Context: an optimization exercise on an open-source flow, tuned for small area and a short achievable clock period. The choices shown serve that exercise and are no tape-out recipe.
Where RTL was checked, it was by simulation tests only, not by an equivalence proof against the original.

run A:
==> flow/design.v (excerpt) <==
module FIR_Top(input clk, input [7:0] Xin, H0, H1, H2, output reg [15:0] Yout);
Size in the first run: ~660 cells after synthesis, roughly 48 flip-flops, roughly 49 I/O pins, about 6300 sq um of cells after synthesis.
export LEC_CHECK = 0
export CAP_MARGIN = 20
export CORE_MARGIN = 2
export CORE_UTILIZATION = 60
export PLACE_DENSITY = 0.8
export SETUP_SLACK_MARGIN = 4.2
export SLEW_MARGIN = 20
export SYNTH_HIERARCHICAL = 1
export SYNTH_MINIMUM_KEEP_SIZE = 0
export TNS_END_PERCENT = 5
create_clock -name core_clock -period 9.5 [get_ports {clk}]
standard.sh (not shown) runs the stock make flow with config.mk's settings and CLKGATE_MAP_FILE= SYNTH_SCRIPT=/design/flow/synth_recipe.tcl, a recipe that flattens the netlist after the stock synthesis.
==> flow/flow/run.sh <==
#!/bin/bash
# Own flow: the standard layout (standard.sh, unchanged synthesis and steps),
# with the port buffers that global placement inserts made as the smallest
# plain buffer instead of the default; repair then upsizes them where timing needs it.
set -euo pipefail
export BUFFER_PORTS_ARGS="-buffer_cell sky130_fd_sc_hd__buf_1"
bash standard.sh > standard_make.log 2>&1
Run A: full flow OK, the timing, DRC and antenna checks passed
#### Input delta (run B over run A)
# run A
export LEC_CHECK = 0
export CAP_MARGIN = 20
export CORE_MARGIN = 2
export CORE_UTILIZATION = 60
export PLACE_DENSITY = 0.8
export SETUP_SLACK_MARGIN = 4.2
export SLEW_MARGIN = 20
export SYNTH_HIERARCHICAL = 1
export SYNTH_MINIMUM_KEEP_SIZE = 0
export TNS_END_PERCENT = 5
create_clock -name core_clock -period 9.5 [get_ports {clk}]
# run B
export LEC_CHECK = 0
export CAP_MARGIN = 20
export CORE_MARGIN = 2
export CORE_UTILIZATION = 60
export PLACE_DENSITY = 0.9
export SETUP_SLACK_MARGIN = 4.2
export SLEW_MARGIN = 20
export SYNTH_HIERARCHICAL = 1
export SYNTH_MINIMUM_KEEP_SIZE = 0
export TNS_END_PERCENT = 0
create_clock -name core_clock -period 9.5 [get_ports {clk}]
## What came out
- Going from run A to run B, count of plain and timing-repair buffers now sits higher; via count moved up; amount of wire on met2 after detailed routing now larger.
- Between run B and run A, layout-stage area growth over the synthesis result is higher for run B, run A comes in under that.
- Summary: setup slack, run B worse than run A
- Global-route wire length before repair came out higher on run B than on run A.
- Part of the cycle the worst path needs delta (run A -> run B): insignificant
- Compared run B against run A; final weighted congestion in routability-driven placement within noise.
- Run comparison: run A launch point of the worst path Xin[1]; run B launch point of the worst path Xin[4]
- Worst hold slack across run B and run A: no real change.
--- input diff run B..run C ---
# run B
export LEC_CHECK = 0
export CAP_MARGIN = 20
export CORE_MARGIN = 2
export CORE_UTILIZATION = 60
export PLACE_DENSITY = 0.9
export SETUP_SLACK_MARGIN = 4.2
export SLEW_MARGIN = 20
export SYNTH_HIERARCHICAL = 1
export SYNTH_MINIMUM_KEEP_SIZE = 0
export TNS_END_PERCENT = 0
create_clock -name core_clock -period 9.5 [get_ports {clk}]
# run C
export LEC_CHECK = 0
export CAP_MARGIN = 20
export CORE_MARGIN = 2
export CORE_UTILIZATION = 60
export SETUP_SLACK_MARGIN = 4.2
export SLEW_MARGIN = 20
export SYNTH_HIERARCHICAL = 1
export SYNTH_MINIMUM_KEEP_SIZE = 0
export TNS_END_PERCENT = 0
create_clock -name core_clock -period 9.5 [get_ports {clk}]
--- outcome ---
Per the comparison of run C with run B, setup slack has increased, filler cell count in the final layout has increased, pre-CTS worst setup slack has increased.
The inputs of run D differ from those of run C as listed below.
# run C
export LEC_CHECK = 0
export CAP_MARGIN = 20
export CORE_MARGIN = 2
export CORE_UTILIZATION = 60
export SETUP_SLACK_MARGIN = 4.2
export SLEW_MARGIN = 20
export SYNTH_HIERARCHICAL = 1
export SYNTH_MINIMUM_KEEP_SIZE = 0
export TNS_END_PERCENT = 0
create_clock -name core_clock -period 9.5 [get_ports {clk}]
# run D
export LEC_CHECK = 0
export CAP_MARGIN = 20
export CORE_MARGIN = 2
export CORE_UTILIZATION = 60
export PLACE_DENSITY = 0.8
export SETUP_SLACK_MARGIN = 4.2
export SLEW_MARGIN = 20
export SYNTH_HIERARCHICAL = 1
export SYNTH_MINIMUM_KEEP_SIZE = 0
export TNS_END_PERCENT = 0
create_clock -name core_clock -period 9.5 [get_ports {clk}]
Findings:
When the final numbers for run D and run C were put side by side, the minimum clock period after layout turned out to be greater in run D. Run D has post-cts repair resize count above what run C had.

========
run 1:
Another version of the RTL of FIR_Top (not shown whole).
Size: ~710 cells after synthesis, roughly 49 I/O pins, ~6500 um2 of cells after synthesis.
clock: 9.5 ns
lec_check: 0
cap_margin: 20
core_margin: 2
core_utilization: 60
setup_slack_margin: 4.8
slew_margin: 20
synth_hierarchical: 1
synth_minimum_keep_size: 0
tns_end_percent: 0
Scripts as last shown in full above: flow/flow/run.sh
In summary, run 1 completed successfully, with a layout that passed the timing, DRC and antenna checks.
[inputs] run 2 vs run 1
==> flow/flow/run.sh <==
#!/bin/bash
# Own flow: the standard layout (standard.sh: unchanged synthesis and steps) with
#  - the port buffers that global placement inserts made as the smallest plain buffer
#    (repair upsizes them where timing needs it), and
#  - ORFS's power-recovery pass after global routing (RECOVER_POWER), which downsizes
#    gates on paths that keep positive slack.
set -euo pipefail
export BUFFER_PORTS_ARGS="-buffer_cell sky130_fd_sc_hd__buf_1"
export RECOVER_POWER=100
bash standard.sh > standard_make.log 2>&1
diff --git a/flow/config.mk b/flow/config.mk
--- a/flow/config.mk
+++ b/flow/config.mk
@@ -9,5 +9,5 @@
 export CORE_MARGIN = 2
 export CORE_UTILIZATION = 60
-export SETUP_SLACK_MARGIN = 4.8
+export SETUP_SLACK_MARGIN = 4.2
 export SLEW_MARGIN = 20
 export SYNTH_HIERARCHICAL = 1
The lower via count came out of run 2.
Compared with run 1, in run 2 post-synthesis xor/xnor area fraction level; clock network area share moved down; fmax moved down.
Area growth from synthesis to layout: run 2 < run 1
Run 2 vs run 1, source of the critical timing path: Xin[0] vs Xin[2]
Lower final area goes to run 2 over run 1.
Delta (run 2 minus run 1): worst hold-check slack has decreased, sum of routed wire length over all layers moved down.
Changes in run 3 relative to run 2:
==> flow/run.sh (new file) <==
#!/bin/bash
# synth_recipe.tcl (not shown) runs the flow's synth.tcl, then flattens the netlist and writes it again
# the make line also repeats each setting of config.mk as NAME=value (left out here)
make -C /OpenROAD-flow-scripts/flow DESIGN_CONFIG=/design/flow/config.mk WORK_HOME=/design/flow/orfs CLKGATE_MAP_FILE= SYNTH_SCRIPT=/design/flow/synth_recipe.tcl finish
diff --git a/flow/config.mk b/flow/config.mk
--- a/flow/config.mk
+++ b/flow/config.mk
@@ -8,8 +8,7 @@
 export CAP_MARGIN = 20
 export CORE_MARGIN = 2
-export CORE_UTILIZATION = 60
-export SETUP_SLACK_MARGIN = 4.2
+export CORE_UTILIZATION = 40
+export SETUP_SLACK_MARGIN = 5
 export SLEW_MARGIN = 20
 export SYNTH_HIERARCHICAL = 1
 export SYNTH_MINIMUM_KEEP_SIZE = 0
-export TNS_END_PERCENT = 0
removed: flow/flow/run.sh
removed: flow/standard.sh
Notes after the runs:
The flow did not stop early for run 2: all stages ran, and the layout cleared the timing, DRC and antenna checks. Every stage of the flow completed for run 3, and the final layout passed the timing, DRC and antenna checks. Critical path depth is higher on run 3. Comparing met1 global-route usage for run 3 and run 2, the smaller number came from run 3. The via count number comes out lower for run 2 vs run 3. Against run 2, run 3 reports a utilization that is lower.

========
RTL: one of the versions met above, not the one the previous note started from.
Size: roughly 660 cells after synthesis, roughly 6300 um^2 of cells after synthesis.
Settings: LEC_CHECK=0, CAP_MARGIN=20, CORE_MARGIN=2, CORE_UTILIZATION=60, PLACE_DENSITY=0.8, SETUP_SLACK_MARGIN=4.35, SLEW_MARGIN=20, SYNTH_HIERARCHICAL=1, SYNTH_MINIMUM_KEEP_SIZE=0, TNS_END_PERCENT=0; clock period 9.5 ns.
==> flow/flow/run.sh <==
#!/bin/bash
# Own flow: the standard layout (standard.sh, unchanged synthesis and steps),
# with the port buffers that global placement inserts made as the smallest
# plain buffer instead of the default; repair then upsizes them where timing needs it.
set -euo pipefail
export BUFFER_PORTS_ARGS="-buffer_cell sky130_fd_sc_hd__buf_1"
bash standard.sh > standard_make.log 2>&1
Then changed:
--- a/flow/config.mk
+++ b/flow/config.mk
@@ -11,2 +11,2 @@
-export PLACE_DENSITY = 0.8
-export SETUP_SLACK_MARGIN = 4.35
+export PLACE_DENSITY = 0.7
+export SETUP_SLACK_MARGIN = 4.2
After rerunning: Synthesized area does not change. Core utilization falls by 1.1 points. Wire length goes down by 6.6%. Final cell count stays flat. Worst setup slack got worse by 0.16 ns. Die area does not change. Count of clock-buffer cells in the layout falls by 1.
Then changed:
==> flow/flow/run.sh (replaced) <==
#!/bin/bash
# Own flow: the standard layout (standard.sh: unchanged synthesis and steps) with
#  - the port buffers that global placement inserts made as the smallest plain buffer
#    (repair upsizes them where timing needs it), and
#  - timing repair limited to resizing and pin swaps (no buffer insertion or cloning).
set -euo pipefail
export BUFFER_PORTS_ARGS="-buffer_cell sky130_fd_sc_hd__buf_1"
export SETUP_MOVE_SEQUENCE="unbuffer,sizeup,swap"
bash standard.sh > standard_make.log 2>&1
--- a/flow/config.mk
+++ b/flow/config.mk
@@ -11 +10,0 @@
-export PLACE_DENSITY = 0.7
The new run completed with no timing, DRC or antenna violations. Die area is unchanged. Clock skew shrinks by 0.0036 ns. Cell area grows by 1.4%. Sequential cell count does not change. Cell count hardly moves. First-iteration DRC count grows by about 22%. Maximum frequency grows by about 2%.
Then changed:
--- a/flow/config.mk
+++ b/flow/config.mk
@@ -10,0 +11 @@
+export PLACE_DENSITY = 0.8
Effect: Worst setup slack got worse by 0.0080 ns; fmax barely changes; synthesized area is unchanged; die area does not change; hold slack improved by 0.020 ns; non-clock buffer count came out lower by 3; clock-buffer cell count came out higher by 1.

========
Setup of P:
RTL: one of the versions met above, not the one the previous note started from.
Size in the first run: ~710 cells after synthesis, ~48 flip-flops, roughly 49 I/O pins, roughly 0.0065 sq mm of cells after synthesis.
clock: 9.5 ns
lec_check: 0
cap_margin: 20
core_margin: 2
core_utilization: 60
setup_slack_margin: 4.2
slew_margin: 20
synth_hierarchical: 1
synth_minimum_keep_size: 0
tns_end_percent: 0
==> flow/flow/run.sh <==
#!/bin/bash
# Own flow: the standard layout (standard.sh, unchanged synthesis and steps),
# with the port buffers that global placement inserts made as the smallest
# plain buffer instead of the default; repair then upsizes them where timing needs it.
set -euo pipefail
export BUFFER_PORTS_ARGS="-buffer_cell sky130_fd_sc_hd__buf_1"
bash standard.sh > standard_make.log 2>&1
Looking at the reports, P completed the entire flow and the layout it produced met the timing, DRC and antenna checks.
--- input diff P..T ---
# P
export LEC_CHECK = 0
export CAP_MARGIN = 20
export CORE_MARGIN = 2
export CORE_UTILIZATION = 60
export SETUP_SLACK_MARGIN = 4.2
export SLEW_MARGIN = 20
export SYNTH_HIERARCHICAL = 1
export SYNTH_MINIMUM_KEEP_SIZE = 0
export TNS_END_PERCENT = 0
create_clock -name core_clock -period 9.5 [get_ports {clk}]
# T
export LEC_CHECK = 0
export CAP_MARGIN = 20
export CORE_MARGIN = 2
export CORE_UTILIZATION = 40
export SETUP_SLACK_MARGIN = 5
export SLEW_MARGIN = 20
export SYNTH_HIERARCHICAL = 1
export SYNTH_MINIMUM_KEEP_SIZE = 0
export TNS_END_PERCENT = 0
create_clock -name core_clock -period 9.5 [get_ports {clk}]
==> flow/run.sh (new file) <==
#!/bin/bash
# synth_recipe.tcl (not shown) runs the flow's synth.tcl, then flattens the netlist and writes it again
# the make line also repeats each setting of config.mk as NAME=value (left out here)
make -C /OpenROAD-flow-scripts/flow DESIGN_CONFIG=/design/flow/config.mk WORK_HOME=/design/flow/orfs CLKGATE_MAP_FILE= SYNTH_SCRIPT=/design/flow/synth_recipe.tcl finish
removed: flow/flow/run.sh
removed: flow/standard.sh
==> results.txt <==
P → T: count of cells resized by post-cts repair shows an increase of 190, final critical delay including setup and external delays saw a decrease. P reports its endpoint of the most critical setup path as Q2[10]$_DFF_P_ while T reports Q2[14]$_DFF_P_. Re count of clock buffers in the final design: no difference whatsoever between P and T. Buffer share of cell area, T and P: smaller value in P. T leaves more setup margin than P. Note that the horizontal extent of the die recorded for T amounts to 1.2 times the value seen in P. Looking at post-route worst hold slack across T and P, the one that comes out higher is T. T ended up with a higher total number of vias than P did. Compared with P, T shows final area that has gone up by more than 10%. Delta(global-route wire length before repair, T - P) > 0.

========
FIR_Top, a different RTL version from the one above (not shown whole).
Size: ~560 cells after synthesis, roughly 56 flip-flops, ~49 I/O pins, about 5900 um2 of cells after synthesis.
clock: 9.5 ns
lec_check: 0
cap_margin: 20
core_margin: 2
core_utilization: 40
setup_slack_margin: 3.5
slew_margin: 20
synth_hierarchical: 1
synth_minimum_keep_size: 0
run.sh (not shown) runs the stock make flow with config.mk's settings and CLKGATE_MAP_FILE= SYNTH_SCRIPT=/design/flow/synth_recipe.tcl, a recipe that flattens the netlist after the stock synthesis.
Stock flow here: none of the scripts above is used.
==> next run, changes <==
--- a/flow/config.mk
+++ b/flow/config.mk
@@ -8,7 +8,8 @@
 export CAP_MARGIN = 20
 export CORE_MARGIN = 2
-export CORE_UTILIZATION = 40
-export SETUP_SLACK_MARGIN = 3.5
+export CORE_UTILIZATION = 60
+export SETUP_SLACK_MARGIN = 4.0
 export SLEW_MARGIN = 20
 export SYNTH_HIERARCHICAL = 1
 export SYNTH_MINIMUM_KEEP_SIZE = 0
+export TNS_END_PERCENT = 0
Via count drops by 1.3%.
Final area drops by 1.1%.
Sequential share of layout area climbs by 0.19 points.
Wire length drops by about 6%.
No run of this note included a check of the RTL's function; only the layout flow was run.

========
wip/harbor:
RTL: one of the versions met above, not the one the previous note started from.
For scale: roughly 710 cells after synthesis, roughly 48 flip-flops, about 6500 µm² of cells after synthesis.
Settings: LEC_CHECK=0, CAP_MARGIN=20, CORE_MARGIN=2, CORE_UTILIZATION=60, SETUP_SLACK_MARGIN=5, SLEW_MARGIN=20, SYNTH_HIERARCHICAL=1, SYNTH_MINIMUM_KEEP_SIZE=0, TNS_END_PERCENT=0; clock period 9.5 ns.
wip/harbor: all stages complete, timing, DRC and antenna checks passed
Changes in wip/xenon relative to wip/harbor:
# wip/harbor
export LEC_CHECK = 0
export CAP_MARGIN = 20
export CORE_MARGIN = 2
export CORE_UTILIZATION = 60
export SETUP_SLACK_MARGIN = 5
export SLEW_MARGIN = 20
export SYNTH_HIERARCHICAL = 1
export SYNTH_MINIMUM_KEEP_SIZE = 0
export TNS_END_PERCENT = 0
create_clock -name core_clock -period 9.5 [get_ports {clk}]
# wip/xenon
export LEC_CHECK = 0
export CAP_MARGIN = 20
export CORE_MARGIN = 2
export CORE_UTILIZATION = 60
export SETUP_SLACK_MARGIN = 4.5
export SLEW_MARGIN = 20
export SYNTH_HIERARCHICAL = 1
export SYNTH_MINIMUM_KEEP_SIZE = 0
export TNS_END_PERCENT = 0
create_clock -name core_clock -period 9.5 [get_ports {clk}]
==> flow/flow/run.sh (new file) <==
#!/bin/bash
# Own flow: the standard layout (standard.sh, unchanged synthesis and steps),
# with the port buffers that global placement inserts made as the smallest
# plain buffer instead of the default; repair then upsizes them where timing needs it.
set -euo pipefail
export BUFFER_PORTS_ARGS="-buffer_cell sky130_fd_sc_hd__buf_1"
bash standard.sh > standard_make.log 2>&1
==> flow/standard.sh (new file) <==
#!/bin/bash
# synth_recipe.tcl (not shown) runs the flow's synth.tcl, then flattens the netlist and writes it again
# the make line also repeats each setting of config.mk as NAME=value (left out here)
make -C /OpenROAD-flow-scripts/flow DESIGN_CONFIG=/design/flow/config.mk WORK_HOME=/design/flow/orfs CLKGATE_MAP_FILE= SYNTH_SCRIPT=/design/flow/synth_recipe.tcl "${@:-finish}"
removed: flow/run.sh
==> results.txt <==
The final layout from wip/xenon, which completed every stage, passed the timing, DRC and antenna checks at the end of the flow.
Going from wip/harbor to wip/xenon, cell area shrinks by about 6.5%.
[compare] base=wip/harbor new=wip/xenon: non-clock buffer count has decreased, total of cells resized after clock tree synthesis went down about 80%, maximum frequency moved down.
Against wip/harbor, via count in wip/xenon fell by a few percent.
Per the comparison of wip/xenon with wip/harbor, setup slack saw a decrease, signed area change from the synthesized netlist to the final layout lower, all-layer global routing usage went down by 0.56 points.
#### Input delta (wip/indigo over wip/xenon)
# wip/xenon
export LEC_CHECK = 0
export CAP_MARGIN = 20
export CORE_MARGIN = 2
export CORE_UTILIZATION = 60
export SETUP_SLACK_MARGIN = 4.5
export SLEW_MARGIN = 20
export SYNTH_HIERARCHICAL = 1
export SYNTH_MINIMUM_KEEP_SIZE = 0
export TNS_END_PERCENT = 0
create_clock -name core_clock -period 9.5 [get_ports {clk}]
# wip/indigo
export LEC_CHECK = 0
export CAP_MARGIN = 20
export CORE_MARGIN = 2
export CORE_UTILIZATION = 75
export SETUP_SLACK_MARGIN = 4.2
export SLEW_MARGIN = 20
export SYNTH_HIERARCHICAL = 1
export SYNTH_MINIMUM_KEEP_SIZE = 0
export TNS_END_PERCENT = 0
create_clock -name core_clock -period 9.5 [get_ports {clk}]
[summary]
- Chip height: wip/indigo vs wip/xenon down about 10%
- Comparing the two runs side by side, wip/indigo comes out ahead of wip/xenon on area of all placed cells without fillers.
- In the tables for wip/indigo and wip/xenon, post-synthesis to final-layout area growth reads higher with wip/xenon.

-- port drivers added, routing unchanged --
No port has a modelled driver above. Below, the same layouts with a new extraction and two added sets of constraints.
Step 1 (the two cells are an assumption about what drives the block):
set clk [get_ports {clk}]
set_driving_cell -lib_cell sky130_fd_sc_hd__clkbuf_16 $clk
set_driving_cell -lib_cell sky130_fd_sc_hd__buf_2 [delete_from_list [all_inputs] $clk]
Step 2 adds t to the input delays and takes it off the output delays; t is the mean of the earliest and latest rising clock arrival at the registers after step 1. Input paths then give back, and output paths get back, about the clock's delay inside the block.
Slacks: ideal ports / drivers / drivers and shift; pairs: ideal ports / drivers.
run	t (ns)	setup slack, ns	latest minus earliest clock arrival (ns)	worst register clock-pin slew, ns	cell pins on the clock port's net
run A	0.331	4.345 / 4.355 / 4.024	0.010 / 0.010	0.09 / 0.09	1
run B	0.340	4.340 / 4.326 / 3.986	0.008 / 0.008	0.10 / 0.10	1
run C	0.330	4.352 / 4.356 / 4.026	0.011 / 0.010	0.10 / 0.10	1
run D	0.331	4.345 / 4.355 / 4.024	0.010 / 0.010	0.09 / 0.09	1
run 1	0.353	4.471 / 4.458 / 4.105	0.015 / 0.014	0.11 / 0.11	1
run 2	0.350	3.524 / 3.530 / 3.180	0.010 / 0.010	0.10 / 0.10	1
run 3	0.327	4.544 / 4.492 / 4.165	0.010 / 0.010	0.07 / 0.07	1
the first run of note 3	0.334	4.413 / 4.423 / 4.089	0.010 / 0.010	0.10 / 0.10	1
the second run of note 3	0.344	4.254 / 4.265 / 3.921	0.013 / 0.012	0.10 / 0.10	1
the third run of note 3	0.330	4.353 / 4.365 / 4.036	0.010 / 0.011	0.10 / 0.10	1
the fourth run of note 3	0.331	4.345 / 4.355 / 4.024	0.010 / 0.010	0.09 / 0.09	1
P	0.346	4.351 / 4.363 / 4.017	0.007 / 0.008	0.09 / 0.09	1
T	0.330	4.530 / 4.465 / 4.135	0.006 / 0.006	0.07 / 0.07	1
the first run of note 5	0.351	3.626 / 3.640 / 3.289	0.010 / 0.010	0.09 / 0.09	1
the second run of note 5	0.359	3.683 / 3.694 / 3.334	0.009 / 0.009	0.11 / 0.11	1
wip/harbor	0.345	4.590 / 4.469 / 4.124	0.015 / 0.015	0.10 / 0.10	1
wip/xenon	0.348	4.457 / 4.461 / 4.113	0.012 / 0.012	0.11 / 0.11	1
wip/indigo	0.340	4.300 / 4.307 / 3.967	0.010 / 0.011	0.10 / 0.10	1
After both steps setup and hold are still met in every run listed. The setup slack of wip/harbor, which loses most, moves by -0.121 ns with the drivers and by -0.466 ns with both steps.
